Source: an optimization exercise on an open RTL-to-GDS flow (aim: small area and a short achievable clock period). Production flows keep margins and buffers that such runs may drop.
The RTL was checked by simulation tests, not by an equivalence proof against the original design.
Power is estimated from default activity; no workload was simulated.

== run A ==
==> flow/design.v <==
module pixel_sort_asc (
    input clk, reset, soft_rst,
    input enable,
    input  [15:0] Pixel_in1, Pixel_in2, Pixel_in3, Pixel_in4, Pixel_in5, Pixel_in6, Pixel_in7, Pixel_in8,
    output [15:0] Pixel_out1, Pixel_out2, Pixel_out3, Pixel_out4, Pixel_out5, Pixel_out6, Pixel_out7, Pixel_out8,
    output reg valid_out
);
wire [15:0] x [0:7];
assign x[0] = Pixel_in1; assign x[1] = Pixel_in2; assign x[2] = Pixel_in3; assign x[3] = Pixel_in4;
assign x[4] = Pixel_in5; assign x[5] = Pixel_in6; assign x[6] = Pixel_in7; assign x[7] = Pixel_in8;
function lt16(input [15:0] a, input [15:0] b);
    integer k;
    reg c;
    begin
        c = 1'b0;
        for (k = 0; k < 16; k = k + 1)
            c = (~a[k] & b[k]) | (~a[k] & c) | (b[k] & c);
        lt16 = c;
    end
endfunction
function [3:0] count7_part(input [6:0] b);
    reg [1:0] p, q, r;
    begin
        p = b[0] + b[1] + b[2];
        q = b[3] + b[4] + b[5];
        r = p[0] + q[0] + b[6];
        count7_part = {r[1], q[1], p[1], r[0]};
    end
endfunction
function [2:0] count7_done(input [3:0] part);
    reg [1:0] t;
    begin
        t = part[1] + part[2] + part[3];
        count7_done = {t, part[0]};
    end
endfunction
reg        below [0:7][0:7];
reg  [3:0] part  [0:7];
reg  [6:0] cnt_in;
integer i, j, n;
always @(*) begin
    for (i = 0; i < 8; i = i + 1)
        for (j = 0; j < 8; j = j + 1)
            below[i][j] = 1'b0;
    for (i = 1; i < 8; i = i + 1)
        for (j = 0; j < i; j = j + 1) begin
            below[i][j] = !lt16(x[i], x[j]);
            below[j][i] = !below[i][j];
        end
    for (i = 0; i < 8; i = i + 1) begin
        n = 0;
        for (j = 0; j < 8; j = j + 1)
            if (j != i) begin
                cnt_in[n] = below[i][j];
                n = n + 1;
            end
        part[i] = count7_part(cnt_in);
    end
end
reg [15:0] px_q   [0:7];
reg  [3:0] part_q [0:7];
always @(posedge clk) begin
    valid_out <= enable & ~reset & ~soft_rst;
    for (i = 0; i < 8; i = i + 1) begin
        px_q[i]   <= x[i];
        part_q[i] <= part[i];
    end
end
reg  [2:0] rank [0:7];
reg [15:0] res  [0:7];
always @(*) begin
    for (i = 0; i < 8; i = i + 1)
        rank[i] = count7_done(part_q[i]);
    for (n = 0; n < 8; n = n + 1) begin
        res[n] = 16'd0;
        for (i = 0; i < 8; i = i + 1)
            res[n] = res[n] | (px_q[i] & {16{valid_out && rank[i] == n}});
    end
end
assign Pixel_out1 = res[0];
assign Pixel_out2 = res[1];
assign Pixel_out3 = res[2];
assign Pixel_out4 = res[3];
assign Pixel_out5 = res[4];
assign Pixel_out6 = res[5];
assign Pixel_out7 = res[6];
assign Pixel_out8 = res[7];
endmodule
==> flow/config.mk <==
export PLATFORM = sky130hd
export DESIGN_NAME = pixel_sort_asc
export DESIGN_NICKNAME = pixel_sort_asc
export VERILOG_FILES = /design/flow/design.v
export SDC_FILE = /design/flow/constraint.sdc
export NUM_CORES = 4
export LEC_CHECK = 0
export ABC_AREA = 1
export CAP_MARGIN = 20
export CORE_MARGIN = 2
export CORE_UTILIZATION = 40
export SETUP_SLACK_MARGIN = 1.0
export SLEW_MARGIN = 20
export BUFFER_PORTS_ARGS = -buffer_cell sky130_fd_sc_hd__buf_1
==> flow/constraint.sdc <==
create_clock -name core_clock -period 38.0 [get_ports {clk}]
set_input_delay 7.6000 -clock core_clock [delete_from_list [all_inputs] [get_ports {clk}]]
set_output_delay 7.6000 -clock core_clock [all_outputs]
set_load 0.01 [all_outputs]
standard.sh (not shown) runs the stock make flow with config.mk's settings and CLKGATE_MAP_FILE= SYNTH_SCRIPT=/design/flow/synth_recipe.tcl, a recipe that flattens the netlist after the stock synthesis.
==> flow/flow/run.sh <==
#!/bin/bash
set -euo pipefail
echo 'export BUFFER_PORTS_ARGS = -buffer_cell sky130_fd_sc_hd__buf_1' >> config.mk
bash standard.sh SETUP_SLACK_MARGIN=27.0 finish > standard.log 2>&1
Every stage of the flow completed for run A, and the final layout passed the timing, design-rule and antenna checks.
diff inputs: run A => run B
==> flow/flow/run.sh <==
#!/bin/bash
# The standard layout, with the port buffers made from the smallest buffer
# cell instead of the delay cell buffer_ports picks by default.
set -euo pipefail
echo 'export BUFFER_PORTS_ARGS = -buffer_cell sky130_fd_sc_hd__buf_1' >> config.mk
bash standard.sh > standard.log 2>&1
Results
- Run A was routed with more vias than run B.
- Higher share of power burned in combinational logic goes to run A over run B.
- Relative to run A, the count of cell instances traversed by the critical path of run B is lower by 1.
- Going from run A to run B, the delay contributed by the slowest stage of the critical path was found to have gone up by 0.17 ns.
- Diff run A..run B | portion of total power attributed to the clock network | negligible
- Diff run A -> run B | fraction of met1 tracks used by global routing | decrease of 0.25 points
- In terms of routed wire length, run A and run B differ only marginally.
- Run A → run B: final net count shrank by 0.55%, clock period minus worst slack has increased, power consumed by sequential cells held, number of fill cells in the layout now sits at about the same level.
Inputs modified between run B and run C:
==> flow/flow/run.sh <==
#!/bin/bash
# The standard layout (standard.sh), with these changes to how it is made:
# - synthesis is synth_recipe.tcl unchanged except for the ABC script, which
#   maps for area under a delay target (flow/abc.script) instead of ORFS's
#   abc_area.script; registers are mapped before ABC, so they are the standard
#   synthesis's;
# - the port buffers use the smallest buffer cell instead of the delay cell
#   buffer_ports picks by default;
set -euo pipefail
work=$PWD
margin=$(cat flow/setup_margin)
cat > "$work/own_synth.tcl" <<EOS
proc abc {args} {
  set i [lsearch \$args -script]
  if {\$i >= 0} { lset args [expr {\$i + 1}] $work/flow/abc.script }
  yosys abc {*}\$args
}
source $work/synth_recipe.tcl
EOS
echo 'export BUFFER_PORTS_ARGS = -buffer_cell sky130_fd_sc_hd__buf_1' >> config.mk
bash standard.sh SYNTH_SCRIPT="$work/own_synth.tcl" SETUP_SLACK_MARGIN="$margin" finish > standard.log 2>&1
==> flow/flow/abc.script (new file) <==
strash
dch
map -D 2000
topo
stime -c
upsize -c
dnsize -c
==> flow/flow/setup_margin (new file) <==
27.3
==> comparison <==
The higher relative area change from synthesis to final layout came out of run C. Per the comparison of run C with run B, global-route usage shrank by 0.68 points; wire length of the first global-routing pass shrank by about 16%; via count shrank by 2955; proportion of power drawn by flip-flops and latches grew by 2.3 points; vertical die dimension shrank by 8.0%. Full die area (run C vs. run B) decreases by more than 10%. On run C: fraction of power spent switching nets is 2.7 points lower than what run B gave.
> inputs changed (run C -> run D)
--- a/flow/config.mk
+++ b/flow/config.mk
@@ -10,4 +10,5 @@
 export CORE_MARGIN = 2
 export CORE_UTILIZATION = 40
+export CTS_BUF_LIST = sky130_fd_sc_hd__clkbuf_4 sky130_fd_sc_hd__clkbuf_8
 export SETUP_SLACK_MARGIN = 1.0
 export SLEW_MARGIN = 20
--- outcome ---
Looking at the reports, run D completed the entire flow and the layout it produced met the timing, design-rule and antenna checks. | number of hold-slack violations in the final timing report | run D vs run C | ≈ equal |. Run D -> run C: worst-case clock buffer depth delta 0, exact match. Relative to run C, share of the final layout cell area in multi-input gates has increased by 0.78 points in run D.
> inputs changed (run D -> run E)
==> flow/flow/run.sh <==
#!/bin/bash
# The standard layout, with the port buffers made from the smallest buffer
# cell instead of the delay cell buffer_ports picks by default.
set -euo pipefail
echo 'export BUFFER_PORTS_ARGS = -buffer_cell sky130_fd_sc_hd__buf_1' >> config.mk
bash standard.sh > standard.log 2>&1
--- a/flow/config.mk
+++ b/flow/config.mk
@@ -6,9 +6,7 @@
 export NUM_CORES = 4
 export LEC_CHECK = 0
-export ABC_AREA = 1
 export CAP_MARGIN = 20
 export CORE_MARGIN = 2
 export CORE_UTILIZATION = 40
-export CTS_BUF_LIST = sky130_fd_sc_hd__clkbuf_4 sky130_fd_sc_hd__clkbuf_8
 export SETUP_SLACK_MARGIN = 1.0
 export SLEW_MARGIN = 20
removed: flow/flow/abc.script
removed: flow/flow/setup_margin
==> summary.txt <==
Global-route usage: higher on run E. Comparing count of mapped cells out of synthesis for run E and run D, the bigger number came from run E. [compare] base=run D new=run E: via count picked up an extra 2019; die area picked up an extra about 17%; area added between synthesis and finish lost 7.9 points; count of buffers not belonging to the clock network in the layout lost 3.1%; period utilization picked up an extra 3.0 points.

[port drivers added, routing unchanged]
The results above use ideal ports. As a check the final layouts listed here were re-extracted and re-timed, cells and wires unchanged.
Step 1, drivers: a clkbuf_16 drives clk and a buf_2 each remaining input, both assumed.
Step 2 moves the port delays by t, midway between the first and last clock arrival at a register: inputs arrive t later, outputs are due t later. That takes back most of the time a late clock gives input paths.
Slacks: no drivers / after step 1 / after step 2; pairs: no drivers / after step 1.
| run | shift t [ns] | slack for setup (ns) | latest minus earliest clock arrival (ns) |
|---|---|---|---|
| run A | 0.499 | 26.969 / 26.917 / 26.709 | 0.021 / 0.021 |
| run B | 0.510 | 26.509 / 26.447 / 26.706 | 0.024 / 0.023 |
| run C | 0.462 | 27.280 / 27.236 / 26.894 | 0.016 / 0.016 |
| run D | 0.479 | 27.204 / 27.161 / 26.981 | 0.026 / 0.025 |
| run E | 0.473 | 26.082 / 26.109 / 25.636 | 0.015 / 0.016 |
After both steps every run listed still meets setup and hold. For run E, which loses most, drivers alone change the setup slack by +0.027 ns; drivers and shift together by -0.446 ns.
